From an optimization exercise on the open Yosys and OpenROAD flow, aimed at small area and a short achievable clock period; shortcuts taken in it are not production practice.
Where RTL was checked, it was by simulation tests only, not by an equivalence proof against the original.
For runs 6 to 8, only the layout was checked, not whether the RTL still works.
Power is estimated from default activity; no workload was simulated.

**design.v**
```verilog
`timescale 1ns / 1ps
module execute(
    input clk,
    input [1:0] ctlwb_in, ctlm_in,
    input [31:0] npc, rdata1, rdata2, s_extend,
    input [4:0] instr_2016, instr_1511,
    input [1:0] alu_op,
    input [5:0] funct,
    input alusrc, regdst,
    output reg [1:0] ctlwb_out, ctlm_out,
    output reg [31:0] adder_out, alu_result_out, rdata2_out,
    output reg [4:0] muxout_out
);
    wire rtype    = (alu_op == 2'b10);
    wire f_add    = rtype & (funct == 6'b100000);
    wire f_sub    = rtype & (funct == 6'b100010);
    wire op_and   = rtype & (funct == 6'b100100);
    wire op_or    = rtype & (funct == 6'b100101);
    wire op_slt   = rtype & (funct == 6'b101010);
    wire op_arith = (alu_op == 2'b00) | (alu_op == 2'b01) | f_add | f_sub;
    wire sub      = alu_op[0] | (alu_op[1] & funct[1]);
    wire [31:0] ax = rdata1 ^ {32{sub}};
    wire [31:0] b  = alusrc ? s_extend : rdata2;
    wire [31:0] ag = ax & b;
    wire [31:0] at = ax | b;
    wire [31:0] ah = ax ^ b;
    reg [31:0] g, t;
    integer i, j;
    always @(*) begin
        g = ag;
        t = at;
        for (i = 0; i < 5; i = i + 1)
            for (j = (2 << i) - 1; j < 32; j = j + (2 << i)) begin
                g[j] = g[j] | (t[j] & g[j - (1 << i)]);
                t[j] = t[j] & t[j - (1 << i)];
            end
        for (i = 3; i >= 0; i = i - 1)
            for (j = (3 << i) - 1; j < 32; j = j + (2 << i)) begin
                g[j] = g[j] | (t[j] & g[j - (1 << i)]);
                t[j] = t[j] & t[j - (1 << i)];
            end
    end
    wire [31:0] c  = {g[30:0], 1'b0};
    wire        lt = g[31];
    wire [31:0] hs  = ah ^ {32{sub}};
    wire [31:0] lg  = ({32{op_and}} & ag) | ({32{op_or}} & at);
    wire [31:0] r0  = ({32{op_arith}} & hs) | lg;
    wire [31:0] r1  = ({32{op_arith}} & ~hs) | lg;
    wire [31:0] alu_result = (c & r1) | (~c & r0) | {31'b0, op_slt & lt};
    wire [31:0] bg0 = npc & s_extend;
    wire [31:0] bp0 = npc ^ s_extend;
    reg  [31:0] bg, bp;
    integer l, k;
    always @(*) begin
        bg = bg0;
        bp = bp0;
        for (l = 0; l < 5; l = l + 1)
            for (k = (2 << l) - 1; k < 32; k = k + (2 << l)) begin
                bg[k] = bg[k] | (bp[k] & bg[k - (1 << l)]);
                bp[k] = bp[k] & bp[k - (1 << l)];
            end
        for (l = 3; l >= 0; l = l - 1)
            for (k = (3 << l) - 1; k < 32; k = k + (2 << l)) begin
                bg[k] = bg[k] | (bp[k] & bg[k - (1 << l)]);
                bp[k] = bp[k] & bp[k - (1 << l)];
            end
    end
    wire [31:0] branch = bp0 ^ {bg[30:0], 1'b0};
    always @(posedge clk) begin
        ctlwb_out      <= ctlwb_in;
        ctlm_out       <= ctlm_in;
        adder_out      <= branch;
        alu_result_out <= alu_result;
        rdata2_out     <= rdata2;
        muxout_out     <= regdst ? instr_1511 : instr_2016;
    end
endmodule
```
**flow/abc.script**
```
strash
dch -f
map -D 1600
topo
buffer -c
upsize -c
dnsize -c
```
**constraint.sdc**
```tcl
create_clock -name core_clock -period 3.6 [get_ports {clk}]
set_input_delay 0.7200 -clock core_clock [delete_from_list [all_inputs] [get_ports {clk}]]
set_output_delay 0.7200 -clock core_clock [all_outputs]
set_load 0.01 [all_outputs]
```
**flow/run.sh**
```bash
#!/bin/bash
# The standard layout (standard.sh) with: synthesis through flow/synth.tcl
# (ABC mapping script flow/abc.script, no full/half-adder cell extraction),
# and plain buf_1 cells as the port buffers.
set -euo pipefail
cd "$(dirname "$0")/.."
export MY_ABC_SCRIPT=$PWD/flow/abc.script
bash standard.sh SYNTH_SCRIPT=$PWD/flow/synth.tcl ADDER_MAP_FILE= BUFFER_PORTS_ARGS="-buffer_cell sky130_fd_sc_hd__buf_1" MATCH_CELL_FOOTPRINT=0 finish > standard.log 2>&1
```
**flow/synth.tcl**
```tcl
# The standard synthesis (synth_recipe.tcl), with ABC's mapping script
# replaced by flow/abc.script (delay-driven mapping).
proc synth {args} { yosys synth -nofsm -noshare {*}$args }
proc abc {args} {
  set i [lsearch $args -script]
  if {$i >= 0} { lset args [expr {$i+1}] $::env(MY_ABC_SCRIPT) }
  yosys abc {*}$args
}
source $::env(SCRIPTS_DIR)/synth.tcl
# left out here: clear keep_hierarchy, flatten, clean up, hide names made inside functions, write 1_2_yosys.v
```
**config.mk**
```make
export PLATFORM = sky130hd
export DESIGN_NAME = execute
export DESIGN_NICKNAME = execute
export VERILOG_FILES = /design/flow/design.v
export SDC_FILE = /design/flow/constraint.sdc
export NUM_CORES = 4
export LEC_CHECK = 0
export CAP_MARGIN = 20
export CORE_MARGIN = 2
export CORE_UTILIZATION = 40
export GPL_TIMING_DRIVEN = 0
export SETUP_SLACK_MARGIN = 1.2
export SLEW_MARGIN = 20
export TNS_END_PERCENT = 0
```
**standard.sh**
```bash
#!/bin/bash
# synth_recipe.tcl (not shown) runs the flow's synth.tcl, then flattens the netlist and writes it again
# the make line also repeats each setting of config.mk as NAME=value (left out here)
make -C /OpenROAD-flow-scripts/flow DESIGN_CONFIG=/design/flow/config.mk WORK_HOME=/design/flow/orfs CLKGATE_MAP_FILE= SYNTH_SCRIPT=/design/flow/synth_recipe.tcl "${@:-finish}"
```
==> results.json, run 1 <==
{
  "post-route-period-util_pct": 73.5,
  "tightest_slew_ns": 0.728,
  "whs_ns": 0.450,
  "wl_per_cell_um": 13.5,
  "grt_pass1_vias": 5972,
  "power.internal_uw": 2300,
  "synth_seq_area_share_pct": 32.9,
  "postCtsHoldBufs": 0,
  "startpoint_type": "input pin",
  "rows": 46,
  "fill_cells": 1640,
  "slew_viol_final": 0,
  "power.switching_uw": 1270,
  "htreeDepth": 3,
  "final_nets": 1298,
  "antenna_found_initial": 0,
  "power.density_nw_per_um2": 439,
  "seqPwrFrac_pct": 38.7,
  "clockPowerShare_pct": 27.4,
  "layout.cells.non_filler": 1367,
  "dp_hpwl_um": 14500,
  "cts_sinks": 105,
  "drt_wl_total_um": 18400,
  "final.min_clock_period_ns": 2.65,
  "numCtsBuffers": 9,
  "relSlewSlack_pct": 51.5,
  "die_area_um2": 17000,
  "place_congestion": 0.845,
  "multi_input_area_um2": 3900,
  "timing.fmax_mhz": 378,
  "synth_edf_count": 0,
  "drt-initial-drc-count": 311,
  "crit_fanout": 10,
  "dp.cells": 1342,
  "die_w_um": 130,
  "status": "no timing/DRC/antenna violations",
  "postRouteAntennaNets": 0,
  "synth_ff_type": "dfxtp_1",
  "drc": 0,
  "synth_area_leader_cell": "dfxtp_1",
  "syn_to_final_growth_pct": 27.4,
  "hp-class": "input pin to register",
  "rsz0062_at_grt": "true",
  "cts_tree": "done",
  "dr.pass1.iters": 5,
  "crit_arrival_ns": 2.94,
  "clk_pin_slew_worst_paths_ns": 0.07,
  "initial_utilization_pct": 40.5,
  "io_buffers": 256,
  "core_um2": 15800,
  "vias": 6428,
  "ir_drop_v": 0.000234,
  "worst_ep_required_time_ns": 3.90,
  "finalSetupViolations": 0,
  "clockRootBuffer": "clkbuf_16",
  "grt_max_degree": 19,
  "seq_area_um2": 2100,
  "avgSynthCellArea_um2": 7.34,
  "grt-ovfl-total": 0,
  "finalPower_uw": 3570,
  "worstHoldStart": "ctlm_in[1]",
  "viasPerCell": 4.70,
  "synth.area.top_cells": "dfxtp_1, xor2_1, nand2_1",
  "yosys_warnings": 1,
  "yosysUniqueCellTypes": 59,
  "synthesis.nets": 1023,
  "cap_viol_max_count": 0,
  "ios": 258,
  "die_height_um": 130,
  "async_flop_share_pct": 0,
  "critPathKind": "input pin to register",
  "pwr-share-comb_pct": 33.9,
  "ys_ff_latch": 105,
  "sw_frac_of_total_pct": 35.6,
  "fin_tns_setup_ns": 0,
  "cp-startpoint": "alu_op[1]",
  "cts.path.max_buffers": 2,
  "p_leak_uw": 0.00364,
  "synthesis.area_um2": 6390,
  "yosys.area.top_type_share_pct": 32.9,
  "grt_first_pass_wirelength_um": 28700,
  "hold_viol_final": 0,
  "synthCells": 870,
  "critPathCaptureType": "register",
  "grt_use_total_pct": 21.7,
  "drive_gt1_share_pct": 9.48
}
## power by group through the flow
stage	registers, µW	logic (µW)	clock network [µW]
finish	1380	1210	978
global route	1400	1360	1060
CTS	1380	1220	1010
detailed placement	1410	1150	0
global placement	1410	1140	0
floorplan	1500	696	0
## sequential cells by signal, summed over array words and instances (netlist names)
signal / count
ctlwb_out: 2
adder_out: 32
alu_result_out: 32
muxout_out: 5
ctlm_out: 2
rdata2_out: 32
## worst max-delay path, cell delays in order
cell and delay [ns]:
clkbuf_2 0.12, inv_1 0.07, nor2_1 0.15, nand2_1 0.07
nor2_1 0.08, inv_1 0.08, nor3_1 0.22, clkbuf_1 0.51
buf_1 0.61, a22oi_1 0.21, nand2_1 0.10
## through the flow
step / area (µm²) / utilization (%) / worst slack, ns
3_5_place_dp: 7620 / 48.3 / 0.349
2_1_floorplan: 6390 / - / 1.02
6_report: 8140 / 51.6 / 0.955
3_3_place_gp: 7620 / 48.3 / 0.368
4_1_cts: 8130 / 51.6 / 0.975
5_1_grt: 8140 / 51.6 / 0.769
## worst paths after layout
path                                endpoint  slack, ns  cells past startpoint
hold / removal           ctlm_out[1]$_DFF_P_       0.45                      1
setup / recovery  alu_result_out[19]$_DFF_P_       0.95                     11
## layout make-up
cell class,instances,share of cell area (%)
clock inverter,5,0.538
buffer,17,1.60
multi-input combinational,644,47.9
sequential,105,25.8
tap,216,3.32
antenna,1,0.0308
timing repair buffer,264,13.0
inverter,104,4.80
clock buffer,11,2.98
## cells in the mapped netlist, types with 2 or more instances
cell,number
nand2_1,157
nor2_1,108
dfxtp_1,105
inv_1,101
xor2_1,80
o21ai_0,49
a21oi_1,35
xnor2_1,30
o21ai_1,26
mux2_2,13
a22oi_1,12
nand3_1,12
and2_1,9
mux2i_1,9
nor3_1,9
a31oi_1,7
o221ai_1,7
clkbuf_1,6
o21a_1,6
or2_2,6
nand4_1,5
o211ai_1,5
or2_1,5
a21oi_2,4
buf_2,4
nor2_2,4
o21ai_2,4
a21boi_0,3
a21boi_1,3
a21boi_2,3
inv_2,3
nand2_2,3
o21bai_1,3
o22ai_1,3
xor2_2,3
buf_4,2
buf_6,2
nor4_1,2
o21bai_2,2
## cell usage in the layout, fill, tap and decap left out, types with 3 or more instances in the layout
cell type  count
o211ai_1       5
a21boi_0       3
a21oi_1       34
nand2_2        5
nor3_1         8
a22oi_1       12
xor2_2         3
nor2_2        10
buf_12         3
nand3_1       11
dfxtp_1      105
o221ai_1       7
buf_1        255
inv_6          3
a21boi_1       3
and2_1         9
inv_2          3
xor2_1        80
o21bai_1       3
mux2i_1        8
xnor2_1       29
nand4_1        5
clkbuf_1       6
clkbuf_16     10
or2_1          5
a21oi_2        4
a31oi_1        7
or2_2          5
o21ai_1       23
o21ai_2        9
mux2_2        13
buf_2          4
o21a_1         6
o21ai_0       47
buf_4          9
o22ai_1        3
inv_1        101
nand2_1      155
nor2_1       102
## cells by family (layout without fill, tap and decap cells)
family	count (synthesis)	count (layout)	synth area share, %
buffers and inverters	121	401	7.97
other	0	1	0
DFF	105	105	32.9
AOI/OAI and AO/OA	183	183	18.2
muxes	22	22	3.70
xor gates and xnor gates	113	113	15.8
and+or+nand+nor	326	326	21.4
## what timing repair did
item                                    CTS  global route
pin swaps                                12             3
setup buffers                             7             0
gates resized for setup                  35             1
endpoints found under the setup margin   40            42
cloned                                    1             0
## metal layers
metal / part of all wire, % / GRT usage, %
met1: 43 / 26.0
met2: 48 / 39.0
met3: 7.2 / 4.43
met4: 1.4 / 6.95
met5: 0 / 0
==> run 2: changes to the inputs <==
--- a/config.mk
+++ b/config.mk
@@ -9,6 +9,6 @@
 export CORE_MARGIN = 2
 export CORE_UTILIZATION = 40
 export GPL_TIMING_DRIVEN = 0
-export SETUP_SLACK_MARGIN = 1.2
+export SETUP_SLACK_MARGIN = 0.9
 export SLEW_MARGIN = 20
 export TNS_END_PERCENT = 0
==> results.json, run 2 <==
{
  "worstHoldStart": "ctlm_in[0]",
  "final_nets": 1312,
  "critPathKind": "input pin to register",
  "rsz0062_at_grt": "true",
  "clockRootBuffer": "clkbuf_16",
  "synthesis.nets": 1023,
  "cp_slowest_cell": "or2_1",
  "yosysMostFrequentCell": "nand2_1",
  "largestRegisters": "adder_out (32), alu_result_out (32), rdata2_out (32)",
  "antenna_found_initial": 0,
  "cp.buffers_inverters": 3,
  "vias": 6438,
  "numCtsBuffers": 9,
  "worst_path_most_repeated_cell": "buf_12",
  "ir_drop_v": 0.000226,
  "crit_arrival_ns": 2.80,
  "synth_ff_type": "dfxtp_1",
  "postRouteAntennaNets": 0,
  "slew_viol_final": 0,
  "cap_viol_max_count": 0,
  "fill_cells": 1551,
  "hold_viol_final": 0,
  "yosys.area.top_type_share_pct": 32.9,
  "grt_first_pass_wirelength_um": 28400,
  "synthesis.area_um2": 6390,
  "syn_to_final_growth_pct": 32.0,
  "grt_pass1_vias": 5951,
  "ys_ff_latch": 105,
  "diodes": 0,
  "crit_cells": 16,
  "avgSynthCellArea_um2": 7.34,
  "cp-startpoint": "alu_op[1]",
  "dp_hpwl_um": 14400,
  "p_leak_uw": 0.00376,
  "hp-class": "input pin to register",
  "synth.area.top_cells": "dfxtp_1, xor2_1, nand2_1",
  "tightest_slew_ns": 0.716,
  "cp-endpoint": "alu_result_out[28]$_DFF_P_",
  "fin_tns_setup_ns": 0,
  "synthCells": 870,
  "drt_wl_total_um": 18700,
  "yosysUniqueCellTypes": 59,
  "finalSetupViolations": 0,
  "grt_max_degree": 19,
  "final.min_clock_period_ns": 2.61,
  "synth_seq_area_share_pct": 32.9,
  "final_area_um2": 8430,
  "wl_per_cell_um": 13.6,
  "drt-initial-drc-count": 248,
  "max_stage_delay_ns": 0.27,
  "drc": 0,
  "cp_top_family": "compound AO/OA/AOI/OAI gates",
  "io_buffers": 256,
  "critPathCaptureType": "register",
  "ios": 258,
  "place_congestion": 0.834,
  "final_common_cell": "buf_1",
  "viasPerCell": 4.67,
  "grt-ovfl-total": 0,
  "relSlewSlack_pct": 52.2,
  "synth_area_leader_cell": "dfxtp_1",
  "crit_fanout": 6,
  "die_w_um": 130,
  "timing.fmax_mhz": 384,
  "cts.path.max_buffers": 2,
  "clk_pin_slew_worst_paths_ns": 0.08,
  "yosys-top-cells-count": "nand2_1, nor2_1, dfxtp_1",
  "multi_input_area_um2": 4050,
  "critical_path.cell_chain": "buf_8 -> a21oi_4 -> buf_12 -> buf_12 -> xor2_2 -> or2_1 -> o21ai_2 -> nand3_1 -> nand3_2 -> o21bai_4 -> a21boi_4 -> o21bai_2 -> nand2_2 -> a21oi_2 -> o21ai_1 -> o221ai_1",
  "synth_edf_count": 0,
  "initial_utilization_pct": 40.5,
  "cts_tree": "done",
  "grt_use_total_pct": 21.3,
  "cts_sinks": 105,
  "startpoint_type": "input pin",
  "power.density_nw_per_um2": 432,
  "seq_area_um2": 2100,
  "rows": 46,
  "final_cell_mix": "buf_1, nand2_1, dfxtp_1, inv_1, nor2_1",
  "die_area_um2": 17000,
  "drive_gt1_share_pct": 12.7,
  "dr.pass1.iters": 4,
  "core_um2": 15800,
  "die_height_um": 130,
  "post-route-period-util_pct": 72.4,
  "yosys_warnings": 1,
  "async_flop_share_pct": 0,
  "placed_area_um2": 7620,
  "worst_ep_required_time_ns": 3.79,
  "htreeDepth": 3,
  "status": "no timing/DRC/antenna violations"
}
[run 2: cell counts after synthesis]
Identical to the previous run, type by type.
[run 2: area by class of cell]
type,instances,area share (%)
plain buffers,17,1.71
clock buffers,11,2.88
multi-input cells,644,48.1
well taps,216,3.21
repair buffers,278,14.0
inverters,104,4.63
clock inverters,5,0.520
flip-flops and latches,105,24.9
[run 2: what timing repair did]
action	in CTS	in global routing
cloned	0	1
gates resized for setup	3	78
pin swaps	1	24
hold buffers	0	0
buffers inserted	1	20
setup endpoints to repair	15	34
[run 2: logic make-up (layout without fill, tap and decap cells)]
group,count (synthesis),count (layout),synth area share (%)
AND/OR/NAND/NOR,326,326,21.4
buffers and inverters,121,415,7.97
flip-flops,105,105,32.9
multiplexers,22,22,3.70
XOR/XNOR,113,113,15.8
AO/OA/AOI/OAI,183,183,18.2
[run 2: how the worst min path moves through the flow]
stage,end,slack [ns],cells after the start
6_report,ctlm_out[0]$_DFF_P_,0.45,1
2_1_floorplan,ctlm_out[0]$_DFF_P_,0.75,0
5_1_grt,ctlm_out[1]$_DFF_P_,0.44,1
3_3_place_gp,ctlwb_out[1]$_DFF_P_,0.81,1
4_1_cts,ctlm_out[0]$_DFF_P_,0.44,1
3_5_place_dp,ctlm_out[0]$_DFF_P_,0.81,1
[run 2: layer usage]
layer / global-route usage, % / routed length (µm) / vias up / share of wire [%]
met1: 26.7 / 8290 / 2809 / 44
met3: 4.06 / 1210 / 24 / 6.5
met2: 37.4 / 8810 / 215 / 47
met5: 0 / 0 / - / 0
li1: - / - / 3390 / -
met4: 6.20 / 405 / 0 / 2.2
[run 2: power by group]
part / switching [µW] / internal (µW) / total, µW
sequential: 44.2 / 1340 / 1380
combinational: 773 / 505 / 1280
clock: 481 / 500 / 981
total: 1300 / 2340 / 3640
[run 2: metrics by stage]
step	power (µW)	worst slack, ns	util [%]	cells	hold slack, ns
2_1_floorplan	2190	1.01	-	870	0.748
3_3_place_gp	2550	0.424	48.3	1342	0.812
3_5_place_dp	2560	0.403	48.3	1342	0.813
4_1_cts	3560	0.822	50.3	1359	0.439
5_1_grt	3890	0.827	53.5	1380	0.436
6_report	3640	0.992	53.5	1380	0.449
==> run 3: changes to the inputs <==
--- a/config.mk
+++ b/config.mk
@@ -9,6 +9,6 @@
 export CORE_MARGIN = 2
 export CORE_UTILIZATION = 40
 export GPL_TIMING_DRIVEN = 0
-export SETUP_SLACK_MARGIN = 0.9
+export SETUP_SLACK_MARGIN = 0.6
 export SLEW_MARGIN = 20
 export TNS_END_PERCENT = 0
==> results.json, run 3 <==
{
  "status": "no timing/DRC/antenna violations",
  "crit_arrival_ns": 3.05,
  "synth_seq_area_share_pct": 32.9,
  "yosysMostFrequentCell": "nand2_1",
  "final_common_cell": "buf_1",
  "drive_gt1_share_pct": 6.92,
  "ys_ff_latch": 105,
  "relSlewSlack_pct": 38.3,
  "hold_depth": 1,
  "cts_resized": 0,
  "die_height_um": 130,
  "synth.area.top_cells": "dfxtp_1, xor2_1, nand2_1",
  "core_um2": 15800,
  "io_buffers": 256,
  "clk_pin_slew_worst_paths_ns": 0.08,
  "htreeDepth": 3,
  "grt_use_total_pct": 21.3,
  "max_stage_delay_ns": 0.69,
  "drc": 0,
  "final_core_util_pct": 50.2,
  "largestRegisters": "adder_out (32), alu_result_out (32), rdata2_out (32)",
  "layout.cells.non_filler": 1358,
  "synth_edf_count": 0,
  "timing.fmax_mhz": 358,
  "synth_ff_type": "dfxtp_1",
  "rows": 46,
  "synthesis.area_um2": 6390,
  "yosys.area.top_type_share_pct": 32.9,
  "place_congestion": 0.834,
  "synthCells": 870,
  "diodes": 0,
  "final_cell_mix": "buf_1, nand2_1, nor2_1, dfxtp_1, inv_1",
  "hold_viol_final": 0,
  "cts_sinks": 105,
  "cts.path.max_buffers": 2,
  "worst_ep_required_time_ns": 3.86,
  "worst_path_most_repeated_cell": "inv_1",
  "syn_to_final_growth_pct": 23.9,
  "cts_tree": "done",
  "crit_fanout": 10,
  "antenna_found_initial": 0,
  "dp_hpwl_um": 14400,
  "startpoint_type": "input pin",
  "postRouteAntennaNets": 0,
  "finalSetupViolations": 0,
  "yosys-top-cells-count": "nand2_1, nor2_1, dfxtp_1",
  "wl_per_cell_um": 13.4,
  "synth_area_leader_cell": "dfxtp_1",
  "initial_utilization_pct": 40.5,
  "slew_viol_final": 0,
  "critPathKind": "input pin to register",
  "die_w_um": 130,
  "final.min_clock_period_ns": 2.79,
  "fin_tns_setup_ns": 0,
  "numCtsBuffers": 9,
  "yosys_warnings": 1,
  "finalPower_uw": 3520,
  "drt_wl_total_um": 18100,
  "cp_slowest_cell": "nor3_2",
  "viasPerCell": 4.65,
  "grt-ovfl-total": 0,
  "post-route-period-util_pct": 77.6,
  "tightest_slew_ns": 0.921,
  "clockRootBuffer": "clkbuf_16",
  "dr.pass1.iters": 5,
  "async_flop_share_pct": 0,
  "critical_path.cell_chain": "buf_1 -> inv_1 -> nor2_1 -> nand2_1 -> nor2_1 -> inv_1 -> nor3_2 -> inv_1 -> clkbuf_1 -> o211ai_1",
  "grt_pass1_vias": 5934,
  "power.density_nw_per_um2": 445,
  "synthesis.nets": 1023,
  "hp-class": "input pin to register",
  "yosysUniqueCellTypes": 59,
  "postCtsHoldBufs": 0,
  "ios": 258,
  "die_area_um2": 17000,
  "dp.cells": 1342,
  "avgSynthCellArea_um2": 7.34,
  "p_leak_uw": 0.00354,
  "ir_drop_v": 0.000222,
  "rsz0062_at_grt": "true",
  "cap_viol_max_count": 0,
  "drt-initial-drc-count": 326,
  "vias": 6308,
  "critPathCaptureType": "register",
  "fill_cells": 1602,
  "postCtsSetupRepairBufs": 0,
  "grt_max_degree": 19,
  "grt_first_pass_wirelength_um": 28300,
  "final_nets": 1290
}
run 3: cell counts after synthesis:
Identical to the previous run, type by type.
run 3: metal layers:
metal	GRT usage, %	wire (µm)
met1	26.7	8220
met2	37.3	8500
met3	4.06	1200
met4	6.20	211
met5	0	0
run 3: final cells by class:
| cell class | count | area [µm²] | area share, % |
|---|---|---|---|
| Multi-Input combinational cell | 644 | 3780 | 47.8 |
| Sequential cell | 105 | 2100 | 26.6 |
| Timing Repair Buffer | 256 | 961 | 12.1 |
| Inverter | 104 | 390 | 4.93 |
| Tap cell | 216 | 270 | 3.42 |
| Clock buffer | 11 | 243 | 3.07 |
| Buffer | 17 | 119 | 1.50 |
| Clock inverter | 5 | 43.8 | 0.553 |
run 3: final timing paths:
check                 startpoint                         to
worst max-delay path   alu_op[1]  alu_result_out[7]$_DFF_P_
worst min-delay path  ctlm_in[0]        ctlm_out[0]$_DFF_P_
run 3: report_power, final:
group | switching [µW] | internal, µW
clock | 482 | 500
sequential | 44.8 | 1340
combinational | 724 | 432
run 3: worst max-delay path, delay by kind of cell:
kind                   cells  cell delay (ns)
and+or+nand+nor            4             1.02
AOI/OAI and AO/OA          1             0.32
buffers and inverters      5             0.99
run 3: through the flow:
step | cell area [µm²] | setup slack (ns) | hold slack [ns]
after floorplan | 6390 | 1.01 | 0.748
after global placement | 7620 | 0.424 | 0.812
after detailed placement | 7620 | 0.403 | 0.813
after CTS | 7910 | 0.774 | 0.439
after global routing | 7910 | 0.530 | 0.436
final | 7910 | 0.808 | 0.450
run 3: kinds of logic after synthesis:
| kind of cell | Yosys count | synth area share, % |
|---|---|---|
| XOR/XNOR | 113 | 15.8 |
| AND/OR/NAND/NOR | 326 | 21.4 |
| flip-flops | 105 | 32.9 |
| buffers and inverters | 121 | 7.97 |
| AO/OA/AOI/OAI | 183 | 18.2 |
| multiplexers | 22 | 3.70 |
==> run 4: changes to the inputs <==
--- a/config.mk
+++ b/config.mk
@@ -8,7 +8,9 @@
 export CAP_MARGIN = 20
 export CORE_MARGIN = 2
 export CORE_UTILIZATION = 40
+export CTS_CLUSTER_DIAMETER = 100
+export CTS_CLUSTER_SIZE = 30
 export GPL_TIMING_DRIVEN = 0
-export SETUP_SLACK_MARGIN = 0.6
+export SETUP_SLACK_MARGIN = 1.2
 export SLEW_MARGIN = 20
 export TNS_END_PERCENT = 0
==> results.json, run 4 <==
{
  "critical_path.cell_chain": "clkbuf_2 -> inv_1 -> nor2_1 -> nand2_1 -> nor2_1 -> inv_1 -> nor3_1 -> clkbuf_1 -> buf_1 -> a22oi_1 -> nand2_1",
  "synth_edf_count": 0,
  "die_w_um": 130,
  "syn_to_final_growth_pct": 27.4,
  "synth_seq_area_share_pct": 32.9,
  "final_core_util_pct": 51.6,
  "numCtsBuffers": 9,
  "vias": 6428,
  "power.density_nw_per_um2": 439,
  "grt_first_pass_wirelength_um": 28700,
  "largestRegisters": "adder_out (32), alu_result_out (32), rdata2_out (32)",
  "status": "no timing/DRC/antenna violations",
  "drc": 0,
  "ios": 258,
  "clk_pin_slew_worst_paths_ns": 0.07,
  "postCtsHoldBufs": 0,
  "startpoint_type": "input pin",
  "place_congestion": 0.845,
  "ys_ff_latch": 105,
  "use_met2_pct": 39.0,
  "antenna_found_initial": 0,
  "crit_fanout": 10,
  "max_stage_delay_ns": 0.61,
  "grt-busiest-layer": "met2",
  "rsz0062_at_grt": "true",
  "p_leak_uw": 0.00364,
  "dp_hpwl_um": 14500,
  "die_area_um2": 17000,
  "io_buffers": 256,
  "yosysUniqueCellTypes": 59,
  "wl_per_cell_um": 13.5,
  "crit_arrival_ns": 2.94,
  "grt_use_total_pct": 21.7,
  "synthesis.nets": 1023,
  "critPathKind": "input pin to register",
  "drive_gt1_share_pct": 9.48,
  "final_nets": 1298,
  "avgSynthCellArea_um2": 7.34,
  "cts_tree": "done",
  "core_um2": 15800,
  "cts_sinks": 105,
  "die_height_um": 130,
  "worst_ep_required_time_ns": 3.90,
  "cp-startpoint": "alu_op[1]",
  "cp-endpoint": "alu_result_out[19]$_DFF_P_",
  "yosys-top-cells-count": "nand2_1, nor2_1, dfxtp_1",
  "finalSetupViolations": 0,
  "yosys_warnings": 1,
  "fill_cells": 1640,
  "dr.pass1.iters": 5,
  "final_cell_mix": "buf_1, nand2_1, dfxtp_1, nor2_1, inv_1",
  "slew_viol_final": 0,
  "relSlewSlack_pct": 51.5,
  "final_common_cell": "buf_1",
  "cts.path.max_buffers": 2,
  "final.min_clock_period_ns": 2.65,
  "rows": 46,
  "postRouteAntennaNets": 0,
  "critPathCaptureType": "register",
  "grt_pass1_vias": 5972,
  "hold_viol_final": 0,
  "use_met1_pct": 26.0,
  "synth_area_leader_cell": "dfxtp_1",
  "tightest_slew_ns": 0.728,
  "ir_drop_v": 0.000234,
  "synthCells": 870,
  "post-route-period-util_pct": 73.5,
  "synthesis.area_um2": 6390,
  "drt-initial-drc-count": 311,
  "grt-ovfl-total": 0,
  "drt_wl_total_um": 18400,
  "hp-class": "input pin to register",
  "viasPerCell": 4.70,
  "cap_viol_max_count": 0,
  "synth_ff_type": "dfxtp_1",
  "yosys.area.top_type_share_pct": 32.9,
  "yosysMostFrequentCell": "nand2_1",
  "initial_utilization_pct": 40.5,
  "htreeDepth": 3,
  "synth.area.top_cells": "dfxtp_1, xor2_1, nand2_1",
  "async_flop_share_pct": 0,
  "fin_tns_setup_ns": 0,
  "timing.fmax_mhz": 378,
  "cp_slowest_cell": "buf_1",
  "clockRootBuffer": "clkbuf_16",
  "grt_max_degree": 19,
  "use_met3_pct": 4.43
}
==> run 4: cell counts after synthesis <==
Identical to the previous run, type by type.
==> run 4: layer usage <==
metal	share of wire, %	wire length (µm)	vias to the layer above
li1	-	-	3381
met1	43	8000	2810
met2	48	8870	223
met3	7.2	1330	14
met4	1.4	251	0
met5	0	0	-
==> run 4: worst max-delay path: cells and delay by family <==
kind / cells / cell delay (ns)
and+or+nand+nor: 5 / 0.62
buffers and inverters: 5 / 1.39
AOI/OAI and AO/OA: 1 / 0.21
==> run 4: cells by family after synthesis <==
| group | share of synthesized area (%) |
|---|---|
| compound gates | 18.2 |
| xor+xnor | 15.8 |
| buf+inv | 7.97 |
| flops | 32.9 |
| mux | 3.70 |
| simple gates | 21.4 |
==> run 4: repair_timing <==
| item | in CTS | in global routing |
|---|---|---|
| pin swaps | 12 | 3 |
| resized for setup | 35 | 1 |
| setup endpoints to repair | 40 | 42 |
| gates cloned | 1 | 0 |
| setup buffers | 7 | 0 |
==> run 4: worst min path at each step <==
stage	start	endpoint	slack, ns	depth (start not counted)
floorplan	ctlm_in[0]	ctlm_out[0]$_DFF_P_	0.75	0
global placement	ctlm_in[0]	ctlm_out[0]$_DFF_P_	0.81	1
detailed placement	ctlm_in[0]	ctlm_out[0]$_DFF_P_	0.82	1
CTS	ctlm_in[1]	ctlm_out[1]$_DFF_P_	0.44	1
global route	ctlm_in[1]	ctlm_out[1]$_DFF_P_	0.44	1
finish	ctlm_in[1]	ctlm_out[1]$_DFF_P_	0.45	1
==> run 4: cell type report <==
class / instances / area [µm²] / share of cell area [%]
Sequential cell: 105 / 2100 / 25.8
Clock inverter: 5 / 43.8 / 0.538
Inverter: 104 / 390 / 4.80
Timing Repair Buffer: 264 / 1050 / 13.0
Multi-Input combinational cell: 644 / 3900 / 47.9
Tap cell: 216 / 270 / 3.32
Antenna cell: 1 / 2.50 / 0.0308
Buffer: 17 / 130 / 1.60
Clock buffer: 11 / 243 / 2.98
==> run 4: power breakdown <==
part | switching (µW) | internal (µW) | total, µW
Combinational | 746 | 466 | 1210
Sequential | 46.1 | 1340 | 1380
Clock | 478 | 500 | 978
==> run 4: through the flow <==
stage                     power, µW  cell area (µm²)  worst slack [ns]  hold WS, ns  std cells
final                          3570             8140             0.955        0.450       1367
after global routing           3820             8140             0.769        0.437       1366
after CTS                      3610             8130             0.975        0.438       1366
after detailed placement       2560             7620             0.349        0.816       1342
after global placement         2550             7620             0.368        0.811       1342
after floorplan                2200             6390              1.02        0.748        870
==> run 5: changes to the inputs <==
--- a/config.mk
+++ b/config.mk
@@ -8,8 +8,8 @@
 export CAP_MARGIN = 20
 export CORE_MARGIN = 2
 export CORE_UTILIZATION = 40
-export CTS_CLUSTER_DIAMETER = 100
-export CTS_CLUSTER_SIZE = 30
+export CTS_CLUSTER_DIAMETER = 200
+export CTS_CLUSTER_SIZE = 50
 export GPL_TIMING_DRIVEN = 0
 export SETUP_SLACK_MARGIN = 1.2
 export SLEW_MARGIN = 20
==> results.json, run 5 <==
{
  "synth_fa_ha_area_share_pct": 0,
  "clockRootBuffer": "clkbuf_16",
  "yosys.area.top_type_share_pct": 32.9,
  "drc": 0,
  "sw_frac_of_total_pct": 35.6,
  "drt-initial-drc-count": 311,
  "synthesis.area_um2": 6390,
  "wl_per_cell_um": 13.5,
  "tightest_slew_ns": 0.728,
  "cts_tree": "done",
  "grt_first_pass_wirelength_um": 28700,
  "yosysUniqueCellTypes": 59,
  "final.min_clock_period_ns": 2.65,
  "initial_utilization_pct": 40.5,
  "drt_wl_total_um": 18400,
  "critPathCaptureType": "register",
  "finalSetupViolations": 0,
  "largestRegisters": "adder_out (32), alu_result_out (32), rdata2_out (32)",
  "die_area_um2": 17000,
  "crit_arrival_ns": 2.94,
  "status": "no timing/DRC/antenna violations",
  "dp_hpwl_um": 14500,
  "synth.area.top_cells": "dfxtp_1, xor2_1, nand2_1",
  "fill_cells": 1640,
  "grt-busiest-layer": "met2",
  "place_congestion": 0.845,
  "yosys-top-cells-count": "nand2_1, nor2_1, dfxtp_1",
  "critPathKind": "input pin to register",
  "final_common_cell": "buf_1",
  "pwr-share-comb_pct": 33.9,
  "synthesis.nets": 1023,
  "synth_area_leader_cell": "dfxtp_1",
  "die_w_um": 130,
  "clockPowerShare_pct": 27.4,
  "fin_tns_setup_ns": 0,
  "seqPwrFrac_pct": 38.7,
  "power.internal_uw": 2300,
  "cts_sinks": 105,
  "power.density_nw_per_um2": 439,
  "cp-startpoint": "alu_op[1]",
  "rows": 46,
  "cts.path.max_buffers": 2,
  "ios": 258,
  "synth_top_family_by_area": "simple AND/OR/NAND/NOR gates",
  "hold_viol_final": 0,
  "grt-ovfl-total": 0,
  "startpoint_type": "input pin",
  "slew_viol_final": 0,
  "grt_max_degree": 19,
  "pre_cts_ws_ns": 0.349,
  "cp-endpoint": "alu_result_out[19]$_DFF_P_",
  "grt_use_total_pct": 21.7,
  "cp_slowest_cell": "buf_1",
  "finalPower_uw": 3570,
  "synth_compound_area_share_pct": 18.2,
  "ir_drop_v": 0.000234,
  "final_area_um2": 8140,
  "crit_fanout": 10,
  "use_met1_pct": 26.0,
  "synth_ff_type": "dfxtp_1",
  "die_height_um": 130,
  "dr.pass1.iters": 5,
  "synth_simple_gate_area_share_pct": 21.4,
  "critical_path.cell_chain": "clkbuf_2 -> inv_1 -> nor2_1 -> nand2_1 -> nor2_1 -> inv_1 -> nor3_1 -> clkbuf_1 -> buf_1 -> a22oi_1 -> nand2_1",
  "timing.fmax_mhz": 378,
  "cap_viol_max_count": 0,
  "synth_edf_count": 0,
  "synthMuxAreaShare_pct": 3.70,
  "core_um2": 15800,
  "io_buffers": 256,
  "grt_pass1_vias": 5972,
  "use_met3_pct": 4.43,
  "postCtsHoldBufs": 0,
  "synthCells": 870,
  "syn_to_final_growth_pct": 27.4,
  "drive_gt1_share_pct": 9.48,
  "hp-class": "input pin to register",
  "whs_ns": 0.450,
  "relSlewSlack_pct": 51.5,
  "rsz0062_at_grt": "true",
  "async_flop_share_pct": 0,
  "htreeDepth": 3,
  "vias": 6428,
  "final_cell_mix": "buf_1, nand2_1, dfxtp_1, nor2_1, inv_1",
  "ys_ff_latch": 105,
  "p_leak_uw": 0.00364,
  "max_stage_delay_ns": 0.61,
  "yosysMostFrequentCell": "nand2_1",
  "synth_seq_area_share_pct": 32.9,
  "viasPerCell": 4.70,
  "clk_pin_slew_worst_paths_ns": 0.07,
  "avgSynthCellArea_um2": 7.34,
  "worst_slack_ns": 0.955,
  "synth-xor-area-share_pct": 15.8,
  "postRouteAntennaNets": 0,
  "worst_ep_required_time_ns": 3.90,
  "use_met2_pct": 39.0,
  "placed_area_um2": 7620,
  "yosys_warnings": 1,
  "final_nets": 1298,
  "antenna_found_initial": 0,
  "post-route-period-util_pct": 73.5,
  "numCtsBuffers": 9,
  "power.switching_uw": 1270
}
==> run 5: cell counts in the layout (fill, tap and decap cells not counted) <==
Identical to the previous run, type by type.
==> run 5: layout make-up <==
cell class | count | area [µm²] | share of cell area, %
plain buffers | 17 | 130 | 1.60
multi-input cells | 644 | 3900 | 47.9
inverters | 104 | 390 | 4.80
diodes | 1 | 2.50 | 0.0308
well taps | 216 | 270 | 3.32
clock inverters | 5 | 43.8 | 0.538
clock buffers | 11 | 243 | 2.98
flip-flops and latches | 105 | 2100 | 25.8
repair buffers | 264 | 1050 | 13.0
==> run 5: per-layer routing <==
| layer | vias up | part of all wire [%] |
|---|---|---|
| met1 | 2810 | 43 |
| met5 | - | 0 |
| met3 | 14 | 7.2 |
| li1 | 3381 | - |
| met4 | 0 | 1.4 |
| met2 | 223 | 48 |
==> run 5: power groups by stage <==
stage	sequential, µW	clock, µW	combinational, µW
after detailed placement	1410	0	1150
after floorplan	1500	0	696
final	1380	978	1210
after global routing	1400	1060	1360
after global placement	1410	0	1140
after CTS	1380	1010	1220
==> run 5: worst min path at each step <==
stage               cells past startpoint             endpoint  slack [ns]        from
floorplan                               0  ctlm_out[0]$_DFF_P_        0.75  ctlm_in[0]
global placement                        1  ctlm_out[0]$_DFF_P_        0.81  ctlm_in[0]
detailed placement                      1  ctlm_out[0]$_DFF_P_        0.82  ctlm_in[0]
CTS                                     1  ctlm_out[1]$_DFF_P_        0.44  ctlm_in[1]
global route                            1  ctlm_out[1]$_DFF_P_        0.44  ctlm_in[1]
finish                                  1  ctlm_out[1]$_DFF_P_        0.45  ctlm_in[1]
==> run 5: cells by family (layout without fill, tap and decap cells) <==
group | Yosys count | count (layout)
and+or+nand+nor | 326 | 326
muxes | 22 | 22
buffers and inverters | 121 | 401
xor gates and xnor gates | 113 | 113
AOI/OAI and AO/OA | 183 | 183
other | 0 | 1
DFF | 105 | 105
==> run 5: metrics by stage <==
step                      instances  util [%]
after floorplan                 870         -
after global placement         1342      48.3
after detailed placement       1342      48.3
after CTS                      1366      51.6
after global routing           1366      51.6
final                          1367      51.6
==> run 5: worst max-delay path, delay by kind of cell <==
family                 cells  cell delay [ns]
AOI/OAI and AO/OA          1             0.21
buffers and inverters      5             1.39
and+or+nand+nor            5             0.62
==> run 5: timing repair <==
| item | CTS | global route |
|---|---|---|
| gates cloned | 1 | 0 |
| pin swaps | 12 | 3 |
| buffers inserted | 7 | 0 |
| resized for setup | 35 | 1 |
| endpoints found under the hold margin | 0 | 0 |
| setup endpoints to repair | 40 | 42 |
==> run 6: changes to the inputs <==
--- a/design.v
+++ b/design.v
@@ -18,12 +18,15 @@
     wire op_or    = rtype & (funct == 6'b100101);
     wire op_slt   = rtype & (funct == 6'b101010);
     wire op_arith = (alu_op == 2'b00) | (alu_op == 2'b01) | f_add | f_sub;
-    wire sub      = alu_op[0] | (alu_op[1] & funct[1]);
-    wire [31:0] ax = rdata1 ^ {32{sub}};
+    wire sub0     = alu_op[0] | (alu_op[1] & funct[1]);
+    wire sub1     = (alu_op[0] & ~alu_op[1]) | (alu_op[1] & funct[1]);
+    wire sub2     = alu_op[0] ^ (alu_op[1] & funct[1]);
+    wire sub3     = alu_op[0] ? ~alu_op[1] : (alu_op[1] & funct[1]);
+    wire [31:0] subv = {{8{sub3}}, {8{sub2}}, {8{sub1}}, {8{sub0}}};
+    wire [31:0] ax = rdata1 ^ subv;
     wire [31:0] b  = alusrc ? s_extend : rdata2;
     wire [31:0] ag = ax & b;
     wire [31:0] at = ax | b;
-    wire [31:0] ah = ax ^ b;
     reg [31:0] g, t;
     integer i, j;
     always @(*) begin
@@ -42,7 +45,7 @@
     end
     wire [31:0] c  = {g[30:0], 1'b0};
     wire        lt = g[31];
-    wire [31:0] hs  = ah ^ {32{sub}};
+    wire [31:0] hs  = rdata1 ^ b;
     wire [31:0] lg  = ({32{op_and}} & ag) | ({32{op_or}} & at);
     wire [31:0] r0  = ({32{op_arith}} & hs) | lg;
     wire [31:0] r1  = ({32{op_arith}} & ~hs) | lg;
--- a/config.mk
+++ b/config.mk
@@ -8,8 +8,6 @@
 export CAP_MARGIN = 20
 export CORE_MARGIN = 2
 export CORE_UTILIZATION = 40
-export CTS_CLUSTER_DIAMETER = 200
-export CTS_CLUSTER_SIZE = 50
 export GPL_TIMING_DRIVEN = 0
 export SETUP_SLACK_MARGIN = 1.2
 export SLEW_MARGIN = 20
==> results.json, run 6 <==
{
  "status": "no timing/DRC/antenna violations",
  "cp.buffers_inverters": 5,
  "yosysUniqueCellTypes": 57,
  "async_flop_share_pct": 0,
  "vias": 6548,
  "tightest_slew_ns": 0.864,
  "antenna_found_initial": 0,
  "hp-class": "input pin to register",
  "avgSynthCellArea_um2": 7.31,
  "rows": 45,
  "use_met2_pct": 38.9,
  "rsz0062_at_grt": "true",
  "critPathCaptureType": "register",
  "use_met3_pct": 3.59,
  "post-route-period-util_pct": 74.5,
  "final_cell_mix": "buf_1, nand2_1, inv_1, nor2_1, dfxtp_1",
  "diodes": 0,
  "viasPerCell": 4.79,
  "worst_path_most_repeated_cell": "buf_6",
  "place_congestion": 0.844,
  "sw_frac_of_total_pct": 35.2,
  "htreeDepth": 3,
  "power.density_nw_per_um2": 436,
  "fin_tns_setup_ns": 0,
  "final.min_clock_period_ns": 2.68,
  "finalSetupViolations": 0,
  "slew_viol_final": 0,
  "cp_top_family": "compound AO/OA/AOI/OAI gates",
  "dp_hpwl_um": 14600,
  "placed_area_um2": 7600,
  "critical_path.cell_chain": "buf_6 -> a21oi_4 -> buf_6 -> buf_6 -> xor2_4 -> nand2_2 -> buf_4 -> nand3_1 -> o211ai_1 -> a21o_4 -> nand3_4 -> a21oi_4 -> o21ai_2 -> a21boi_2 -> buf_4 -> o31ai_2",
  "cp_slowest_cell": "a21o_4",
  "synthesis.nets": 1015,
  "relSlewSlack_pct": 42.1,
  "synthesis.area_um2": 6300,
  "clockPowerShare_pct": 28.3,
  "synth_edf_count": 0,
  "cp-startpoint": "alu_op[1]",
  "cts_tree": "done",
  "crit_cells": 16,
  "startpoint_type": "input pin",
  "core_um2": 15300,
  "drt-initial-drc-count": 256,
  "grt_first_pass_wirelength_um": 28600,
  "grt_max_degree": 20,
  "grt_use_total_pct": 21.7,
  "clk_pin_slew_worst_paths_ns": 0.07,
  "largestRegisters": "adder_out (32), alu_result_out (32), rdata2_out (32)",
  "numCtsBuffers": 9,
  "grt_pass1_vias": 6031,
  "drive_gt1_share_pct": 12.2,
  "syn_to_final_growth_pct": 33.6,
  "pwr-share-comb_pct": 34.3,
  "cts.path.max_buffers": 2,
  "clockRootBuffer": "clkbuf_16",
  "crit_fanout": 5,
  "seqPwrFrac_pct": 37.5,
  "ys_ff_latch": 105,
  "grt-busiest-layer": "met2",
  "drt_wl_total_um": 18900,
  "yosysMostFrequentCell": "nand2_1",
  "timing.fmax_mhz": 373,
  "dr.pass1.iters": 5,
  "use_met1_pct": 26.8,
  "grt-ovfl-total": 0,
  "p_leak_uw": 0.00364,
  "die_w_um": 129,
  "hold_viol_final": 0,
  "yosys_warnings": 1,
  "yosys-top-cells-count": "nand2_1, inv_1, nor2_1",
  "postCtsHoldBufs": 0,
  "synth_ff_type": "dfxtp_1",
  "power.switching_uw": 1290,
  "critPathKind": "input pin to register",
  "ir_drop_v": 0.000326,
  "crit_arrival_ns": 2.95,
  "cp-endpoint": "alu_result_out[30]$_DFF_P_",
  "final_nets": 1304,
  "ios": 258,
  "postRouteAntennaNets": 0,
  "die_height_um": 129,
  "synth_seq_area_share_pct": 33.4,
  "synthCells": 862,
  "final_common_cell": "buf_1",
  "worst_ep_required_time_ns": 3.87,
  "synth_area_leader_cell": "dfxtp_1",
  "cts_sinks": 105,
  "yosys.area.top_type_share_pct": 33.4,
  "wl_per_cell_um": 13.8,
  "io_buffers": 256,
  "cap_viol_max_count": 0,
  "final_area_um2": 8420,
  "drc": 0,
  "finalPower_uw": 3670,
  "initial_utilization_pct": 41.1,
  "max_stage_delay_ns": 0.23,
  "power.internal_uw": 2380,
  "die_area_um2": 16800,
  "synth.area.top_cells": "dfxtp_1, xor2_1, nand2_1"
}
-- run 6: changes by cell type after synthesis, sizes merged, moves of 7 or more --
cell / delta
nand2: -27
inv: +16
o221ai: +10
mux2i: -7
nor2: +7
or2: -7
-- run 6: kinds of logic (layout without fill, tap and decap cells) --
logic type | count (synthesis) | in the layout | synth area share, %
compound gates | 192 | 192 | 19.5
simple gates | 305 | 305 | 20.5
xor+xnor | 113 | 113 | 16.0
buf+inv | 133 | 427 | 8.18
flops | 105 | 105 | 33.4
mux | 14 | 14 | 2.46
-- run 6: routing by layer --
metal,share of wire (%),wire (µm)
met3,5.8,1100
met4,1.5,275
met2,49,9280
met1,44,8230
met5,0,0
-- run 6: worst min-delay path by stage --
stage,slack [ns],to,from,depth (start not counted)
after floorplan,0.75,ctlm_out[0]$_DFF_P_,ctlm_in[0],0
after global placement,0.81,ctlwb_out[1]$_DFF_P_,ctlwb_in[1],1
after detailed placement,0.82,ctlwb_out[0]$_DFF_P_,ctlwb_in[0],1
after CTS,0.44,ctlwb_out[0]$_DFF_P_,ctlwb_in[0],1
after global routing,0.44,ctlm_out[1]$_DFF_P_,ctlm_in[1],1
final,0.45,ctlwb_out[0]$_DFF_P_,ctlwb_in[0],1
-- run 6: layout make-up --
class / count / area [µm²]
Clock buffer: 9 / 225
Sequential cell: 105 / 2100
Tap cell: 211 / 264
Inverter: 121 / 460
Multi-Input combinational cell: 624 / 4010
Clock inverter: 7 / 85.1
Buffer: 12 / 91.3
Fill cell: 1580 / 6900
Timing Repair Buffer: 278 / 1180
-- run 6: through the flow --
| step | hold WS [ns] | utilization (%) | instances | worst slack [ns] |
|---|---|---|---|---|
| final | 0.447 | 55.0 | 1367 | 0.918 |
| after global routing | 0.445 | 55.0 | 1367 | 0.772 |
| after global placement | 0.813 | 49.6 | 1329 | 0.0594 |
| after CTS | 0.437 | 54.2 | 1365 | 1.03 |
| after floorplan | 0.748 | - | 862 | 0.953 |
| after detailed placement | 0.816 | 49.6 | 1329 | 0.0499 |
-- run 6: power by group through the flow --
stage | sequential, µW | combinational, µW | clock, µW
after global routing | 1390 | 1400 | 1120
final | 1370 | 1260 | 1040
after detailed placement | 1400 | 1120 | 0
after global placement | 1400 | 1110 | 0
after CTS | 1380 | 1230 | 1070
after floorplan | 1490 | 673 | 0
-- run 6: timing repair --
item,4_1_cts,5_1_grt
setup endpoints to repair,45,42
gates cloned,1,0
pin swaps,24,8
resized for setup,70,23
buffers inserted,19,2
==> run 7: changes to the inputs <==
--- a/design.v
+++ b/design.v
@@ -33,12 +33,7 @@
         g = ag;
         t = at;
         for (i = 0; i < 5; i = i + 1)
-            for (j = (2 << i) - 1; j < 32; j = j + (2 << i)) begin
-                g[j] = g[j] | (t[j] & g[j - (1 << i)]);
-                t[j] = t[j] & t[j - (1 << i)];
-            end
-        for (i = 3; i >= 0; i = i - 1)
-            for (j = (3 << i) - 1; j < 32; j = j + (2 << i)) begin
+            for (j = 31; j >= (1 << i); j = j - 1) begin
                 g[j] = g[j] | (t[j] & g[j - (1 << i)]);
                 t[j] = t[j] & t[j - (1 << i)];
             end
==> results.json, run 7 <==
{
  "hold_viol_final": 0,
  "yosysUniqueCellTypes": 69,
  "largestRegisters": "adder_out (32), alu_result_out (32), rdata2_out (32)",
  "final_nets": 1474,
  "cts_tree": "done",
  "hp-class": "input pin to register",
  "cap_viol_max_count": 0,
  "final_core_util_pct": 56.7,
  "cp_slowest_cell": "a311oi_2",
  "ios": 258,
  "place_congestion": 0.929,
  "dp_hpwl_um": 17700,
  "startpoint_type": "input pin",
  "async_flop_share_pct": 0,
  "initial_utilization_pct": 41.0,
  "diodes": 0,
  "final.min_clock_period_ns": 2.62,
  "critPathKind": "input pin to register",
  "numCtsBuffers": 9,
  "critical_path.cell_chain": "clkbuf_4 -> nand2_8 -> nand2_8 -> buf_12 -> xor2_4 -> nor2_4 -> inv_2 -> nand2_2 -> o211ai_1 -> o21ai_2 -> o21bai_4 -> nand4_4 -> o211ai_4 -> a311oi_2 -> o21ai_1 -> o21ai_1",
  "htreeDepth": 3,
  "finalSetupViolations": 0,
  "drt_wl_total_um": 22800,
  "fill_cells": 1737,
  "cp.buffers_inverters": 3,
  "synth_area_leader_cell": "dfxtp_1",
  "grt_pass1_vias": 6992,
  "ys_ff_latch": 105,
  "post-route-period-util_pct": 72.9,
  "crit_arrival_ns": 2.92,
  "syn_to_final_growth_pct": 38.3,
  "yosys_warnings": 1,
  "synthesis.area_um2": 7110,
  "seq_area_um2": 2100,
  "rsz0062_at_grt": "true",
  "die_height_um": 137,
  "grt-ovfl-total": 0,
  "power.density_nw_per_um2": 422,
  "synthesis.nets": 1167,
  "rows": 48,
  "synth_seq_area_share_pct": 29.6,
  "status": "no timing/DRC/antenna violations",
  "yosysMostFrequentCell": "nand2_1",
  "p_leak_uw": 0.00428,
  "worst_ep_required_time_ns": 3.89,
  "clockRootBuffer": "clkbuf_16",
  "synth_ff_type": "dfxtp_1",
  "tightest_slew_ns": 0.840,
  "dr.pass1.iters": 5,
  "core_um2": 17400,
  "drive_gt1_share_pct": 22.0,
  "wl_per_cell_um": 14.7,
  "postRouteAntennaNets": 0,
  "slew_viol_final": 0,
  "final_common_cell": "buf_1",
  "viasPerCell": 4.89,
  "whs_ns": 0.445,
  "die_area_um2": 18900,
  "grt_use_total_pct": 23.2,
  "synth.area.top_cells": "dfxtp_1, nand2_1, xor2_1",
  "fin_tns_setup_ns": 0,
  "drc": 0,
  "relSlewSlack_pct": 44.0,
  "critPathCaptureType": "register",
  "final_cell_mix": "buf_1, nand2_1, inv_1, dfxtp_1, nor2_1",
  "cts.path.max_buffers": 2,
  "io_buffers": 255,
  "ir_drop_v": 0.000236,
  "grt_max_degree": 19,
  "crit_fanout": 5,
  "drt-initial-drc-count": 373,
  "synthCells": 1014,
  "synth_edf_count": 0,
  "die_w_um": 137,
  "cp_top_family": "compound AO/OA/AOI/OAI gates",
  "yosys.area.top_type_share_pct": 29.6,
  "antenna_found_initial": 0,
  "vias": 7588,
  "yosys-top-cells-count": "nand2_1, inv_1, nor2_1",
  "cts_sinks": 105,
  "grt_first_pass_wirelength_um": 33900,
  "max_stage_delay_ns": 0.36,
  "timing.fmax_mhz": 381,
  "clk_pin_slew_worst_paths_ns": 0.08,
  "avgSynthCellArea_um2": 7.01,
  "multi_input_area_um2": 5130
}
[run 7: final timing paths]
path	startpoint	end	slack (ns)	cells past startpoint
max	alu_op[1]	alu_result_out[30]$_DFF_P_	0.98	16
min	ctlm_in[0]	ctlm_out[0]$_DFF_P_	0.45	1
[run 7: layout make-up]
| type | count | share of cell area [%] |
|---|---|---|
| multi-input cells | 752 | 52.2 |
| flip-flops and latches | 105 | 21.4 |
| repair buffers | 296 | 13.6 |
| inverters | 140 | 5.34 |
| well taps | 225 | 2.86 |
| clock buffers | 9 | 2.29 |
| plain buffers | 17 | 1.53 |
| clock inverters | 7 | 0.763 |
[run 7: cells by family after synthesis]
kind of cell | count (synthesis) | share of synthesized area, %
XOR/XNOR | 105 | 14.0
buffers and inverters | 157 | 8.92
AO/OA/AOI/OAI | 214 | 19.9
AND/OR/NAND/NOR | 425 | 26.4
flip-flops | 105 | 29.6
multiplexers | 8 | 1.27
[run 7: report_power, final]
group          internal (µW)  total (µW)  switching (µW)
combinational            685        1750            1070
sequential              1330        1370            41.8
clock                    547        1030             481
total                   2560        4150            1590
[run 7: repair_timing]
action | in CTS | in global routing
setup endpoints to repair | 41 | 45
setup buffers | 23 | 17
cloned | 1 | 0
hold buffers | 0 | 0
hold endpoints to repair | 0 | 0
pin swaps | 31 | 45
resized for setup | 97 | 158
[run 7: through the flow]
step	cell area, µm²	instances	worst slack (ns)	power (µW)
finish	9840	1551	0.976	4150
global route	9840	1551	0.894	4400
CTS	9150	1534	0.977	3990
detailed placement	8350	1494	0.337	2790
global placement	8350	1494	0.318	2780
floorplan	7110	1014	0.997	2360
[run 7: layer usage]
layer / share of wire, % / GRT usage [%] / vias to the layer above
met5: 0 / 0 / -
met4: 2.3 / 8.13 / 0
met3: 7.6 / 4.56 / 33
met2: 47 / 39.8 / 243
met1: 43 / 28.9 / 3403
li1: - / - / 3909
==> run 8: changes to the inputs <==
--- a/design.v
+++ b/design.v
@@ -18,29 +18,31 @@
     wire op_or    = rtype & (funct == 6'b100101);
     wire op_slt   = rtype & (funct == 6'b101010);
     wire op_arith = (alu_op == 2'b00) | (alu_op == 2'b01) | f_add | f_sub;
-    wire sub0     = alu_op[0] | (alu_op[1] & funct[1]);
-    wire sub1     = (alu_op[0] & ~alu_op[1]) | (alu_op[1] & funct[1]);
-    wire sub2     = alu_op[0] ^ (alu_op[1] & funct[1]);
-    wire sub3     = alu_op[0] ? ~alu_op[1] : (alu_op[1] & funct[1]);
-    wire [31:0] subv = {{8{sub3}}, {8{sub2}}, {8{sub1}}, {8{sub0}}};
-    wire [31:0] ax = rdata1 ^ subv;
+    wire sub      = alu_op[0] | (alu_op[1] & funct[1]);
+    wire [31:0] ax = rdata1 ^ {32{sub}};
     wire [31:0] b  = alusrc ? s_extend : rdata2;
     wire [31:0] ag = ax & b;
     wire [31:0] at = ax | b;
+    wire [31:0] ah = ax ^ b;
     reg [31:0] g, t;
     integer i, j;
     always @(*) begin
         g = ag;
         t = at;
         for (i = 0; i < 5; i = i + 1)
-            for (j = 31; j >= (1 << i); j = j - 1) begin
+            for (j = (2 << i) - 1; j < 32; j = j + (2 << i)) begin
+                g[j] = g[j] | (t[j] & g[j - (1 << i)]);
+                t[j] = t[j] & t[j - (1 << i)];
+            end
+        for (i = 3; i >= 0; i = i - 1)
+            for (j = (3 << i) - 1; j < 32; j = j + (2 << i)) begin
                 g[j] = g[j] | (t[j] & g[j - (1 << i)]);
                 t[j] = t[j] & t[j - (1 << i)];
             end
     end
     wire [31:0] c  = {g[30:0], 1'b0};
     wire        lt = g[31];
-    wire [31:0] hs  = rdata1 ^ b;
+    wire [31:0] hs  = ah ^ {32{sub}};
     wire [31:0] lg  = ({32{op_and}} & ag) | ({32{op_or}} & at);
     wire [31:0] r0  = ({32{op_arith}} & hs) | lg;
     wire [31:0] r1  = ({32{op_arith}} & ~hs) | lg;
@@ -53,15 +55,11 @@
         bg = bg0;
         bp = bp0;
         for (l = 0; l < 5; l = l + 1)
-            for (k = (2 << l) - 1; k < 32; k = k + (2 << l)) begin
-                bg[k] = bg[k] | (bp[k] & bg[k - (1 << l)]);
-                bp[k] = bp[k] & bp[k - (1 << l)];
-            end
-        for (l = 3; l >= 0; l = l - 1)
-            for (k = (3 << l) - 1; k < 32; k = k + (2 << l)) begin
-                bg[k] = bg[k] | (bp[k] & bg[k - (1 << l)]);
-                bp[k] = bp[k] & bp[k - (1 << l)];
-            end
+            for (k = 0; k < 32; k = k + 1)
+                if (k[l]) begin
+                    bg[k] = bg[k] | (bp[k] & bg[((k >> l) << l) - 1]);
+                    bp[k] = bp[k] & bp[((k >> l) << l) - 1];
+                end
     end
     wire [31:0] branch = bp0 ^ {bg[30:0], 1'b0};
     always @(posedge clk) begin
==> flow/abc.script (replaced) <==
strash
dch -f
map -D 1400
topo
buffer -c
upsize -c
dnsize -c
==> results.json, run 8 <==
{
  "status": "no timing/DRC/antenna violations",
  "power.density_nw_per_um2": 415,
  "cp-endpoint": "alu_result_out[25]$_DFF_P_",
  "synth_ff_type": "dfxtp_1",
  "postRouteAntennaNets": 0,
  "grt_use_total_pct": 22.0,
  "timing.fmax_mhz": 390,
  "cp.buffers_inverters": 4,
  "grt_first_pass_wirelength_um": 30700,
  "worst_slack_ns": 1.03,
  "cap_viol_max_count": 0,
  "rows": 46,
  "drive_gt1_share_pct": 14.8,
  "final_cell_mix": "buf_1, nand2_1, inv_1, dfxtp_1, nor2_1",
  "async_flop_share_pct": 0,
  "diodes": 0,
  "critPathKind": "input pin to register",
  "drt_wl_total_um": 20400,
  "drt-initial-drc-count": 327,
  "synthCells": 940,
  "synth_area_leader_cell": "dfxtp_1",
  "slew_viol_final": 0,
  "synthesis.nets": 1093,
  "whs_ns": 0.445,
  "relSlewSlack_pct": 52.0,
  "synth_top_family_by_area": "simple AND/OR/NAND/NOR gates",
  "synth_seq_area_share_pct": 32.0,
  "synth_simple_gate_area_share_pct": 25.9,
  "die_area_um2": 17500,
  "largestRegisters": "adder_out (32), alu_result_out (32), rdata2_out (32)",
  "place_congestion": 0.867,
  "avgSynthCellArea_um2": 6.99,
  "synth-xor-area-share_pct": 12.0,
  "syn_to_final_growth_pct": 35.9,
  "post-route-period-util_pct": 71.3,
  "ir_drop_v": 0.000234,
  "rsz0062_at_grt": "true",
  "final_nets": 1390,
  "yosysMostFrequentCell": "nand2_1",
  "synth_edf_count": 0,
  "viasPerCell": 4.79,
  "yosys-top-cells-count": "nand2_1, inv_1, dfxtp_1",
  "yosys_warnings": 1,
  "core_um2": 15900,
  "cp-startpoint": "funct[1]",
  "hold_depth": 1,
  "antenna_found_initial": 0,
  "cp_slowest_cell": "a21o_1",
  "synth_compound_area_share_pct": 19.1,
  "cts.path.max_buffers": 2,
  "critPathCaptureType": "register",
  "cp_top_family": "compound AO/OA/AOI/OAI gates",
  "final.min_clock_period_ns": 2.57,
  "clk_pin_slew_worst_paths_ns": 0.08,
  "pre_cts_ws_ns": 0.387,
  "tightest_slew_ns": 0.720,
  "dp_hpwl_um": 15200,
  "finalSetupViolations": 0,
  "initial_utilization_pct": 41.2,
  "htreeDepth": 3,
  "crit_cells": 15,
  "grt_pass1_vias": 6343,
  "die_w_um": 132,
  "yosys.area.top_type_share_pct": 32.0,
  "postCtsHoldBufs": 0,
  "final_common_cell": "buf_1",
  "synthesis.area_um2": 6570,
  "synth_fa_ha_area_share_pct": 0.171,
  "yosysUniqueCellTypes": 57,
  "critical_path.cell_chain": "buf_12 -> a21oi_4 -> buf_12 -> buf_4 -> nand2_1 -> a21o_1 -> o221ai_4 -> a21oi_4 -> a21oi_4 -> buf_6 -> nor2_2 -> o21ai_2 -> nand2_1 -> nand2_1 -> o221ai_2",
  "io_buffers": 257,
  "drc": 0,
  "synth.area.top_cells": "dfxtp_1, nand2_1, xor2_1",
  "grt_max_degree": 19,
  "placed_area_um2": 7810,
  "dr.pass1.iters": 5,
  "hp-class": "input pin to register",
  "numCtsBuffers": 9,
  "p_leak_uw": 0.00406,
  "crit_arrival_ns": 2.79,
  "vias": 6987,
  "worst_ep_required_time_ns": 3.82,
  "synthMuxAreaShare_pct": 1.81,
  "final_area_um2": 8930,
  "wl_per_cell_um": 14.0,
  "die_height_um": 132,
  "clockRootBuffer": "clkbuf_16",
  "crit_fanout": 7,
  "fin_tns_setup_ns": 0,
  "hold_viol_final": 0,
  "grt-ovfl-total": 0,
  "startpoint_type": "input pin",
  "ios": 258,
  "cts_tree": "done",
  "cts_sinks": 105,
  "max_stage_delay_ns": 0.26,
  "ys_ff_latch": 105
}
## run 8: what timing repair did
item                                   4_1_cts  5_1_grt
resized for setup                           64       94
endpoints found under the hold margin        0        0
buffers inserted                            10       14
pin swaps                                   16       30
gates cloned                                 3        2
setup endpoints to repair                   41       45
## run 8: cell type report
type / count / area, µm²
timing repair buffer: 286 / 1310
sequential: 105 / 2100
fill: 1610 / 7010
clock buffer: 11 / 253
clock inverter: 5 / 46.3
buffer: 21 / 200
inverter: 120 / 450
multi-input combinational: 694 / 4290
tap: 216 / 270
## run 8: where the power goes
group / internal [µW] / leakage, µW / total, µW / switching [µW]
Combinational: 517 / 0.00303 / 1320 / 801
Sequential: 1330 / 0.000883 / 1370 / 39.8
Clock: 521 / 0.000149 / 1020 / 499
## run 8: how the worst min path moves through the flow
stage / startpoint / endpoint / slack, ns
2_1_floorplan: ctlm_in[0] / ctlm_out[0]$_DFF_P_ / 0.75
3_3_place_gp: ctlm_in[0] / ctlm_out[0]$_DFF_P_ / 0.81
5_1_grt: ctlm_in[1] / ctlm_out[1]$_DFF_P_ / 0.43
6_report: ctlm_in[1] / ctlm_out[1]$_DFF_P_ / 0.45
4_1_cts: ctlm_in[1] / ctlm_out[1]$_DFF_P_ / 0.43
3_5_place_dp: ctlm_in[1] / ctlm_out[1]$_DFF_P_ / 0.81
## run 8: kinds of logic after synthesis
| logic type | after synthesis |
|---|---|
| flops | 105 |
| xor+xnor | 88 |
| simple gates | 401 |
| compound gates | 193 |
| buf+inv | 141 |
| fa+ha+maj | 1 |
| mux | 11 |
## run 8: layer usage
layer	vias up	global-route usage (%)	part of all wire, %
met1	3106	26.6	43
met4	0	7.79	1.6
met5	-	0	0
met2	213	38.5	49
met3	24	4.69	6.2
li1	3644	-	-
## run 8: through the flow
stage               util, %  power [µW]  std cells
floorplan                 -        2180        940
global placement       49.0        2530       1413
detailed placement     49.0        2540       1413
CTS                    52.7        3620       1442
global route           56.0        3930       1458
finish                 56.0        3710       1458

==> re-timing with driven ports <==
The results above use ideal ports. As a check the final layouts listed here were re-extracted and re-timed, cells and wires unchanged.
Step 1, drivers: a clkbuf_16 drives clk and a buf_2 each remaining input, both assumed.
Step 2, shift: input delay + t, output delay - t, t = (earliest + latest rising clock arrival at the registers) / 2. This alone moves slack from input paths to output paths.
a / b / c = ideal / step 1 / step 2; a / b = the first two.
run	shift t [ns]	setup WS [ns]	worst setup path after step 2
run 1	0.393	0.955 / 0.964 / 0.571	input to register
run 2	0.388	0.992 / 0.991 / 0.603	input to register
run 3	0.390	0.808 / 0.804 / 0.414	input to register
run 4	0.393	0.955 / 0.964 / 0.571	input to register
run 5	0.393	0.955 / 0.964 / 0.571	input to register
run 6	0.396	0.918 / 0.927 / 0.531	input to register
run 7	0.403	0.976 / 0.980 / 0.577	input to register
run 8	0.402	1.033 / 1.000 / 0.598	input to register
After both steps every run listed still meets setup and hold. The setup slack of run 8, which loses most, moves by -0.033 ns with the drivers and by -0.435 ns with both steps.
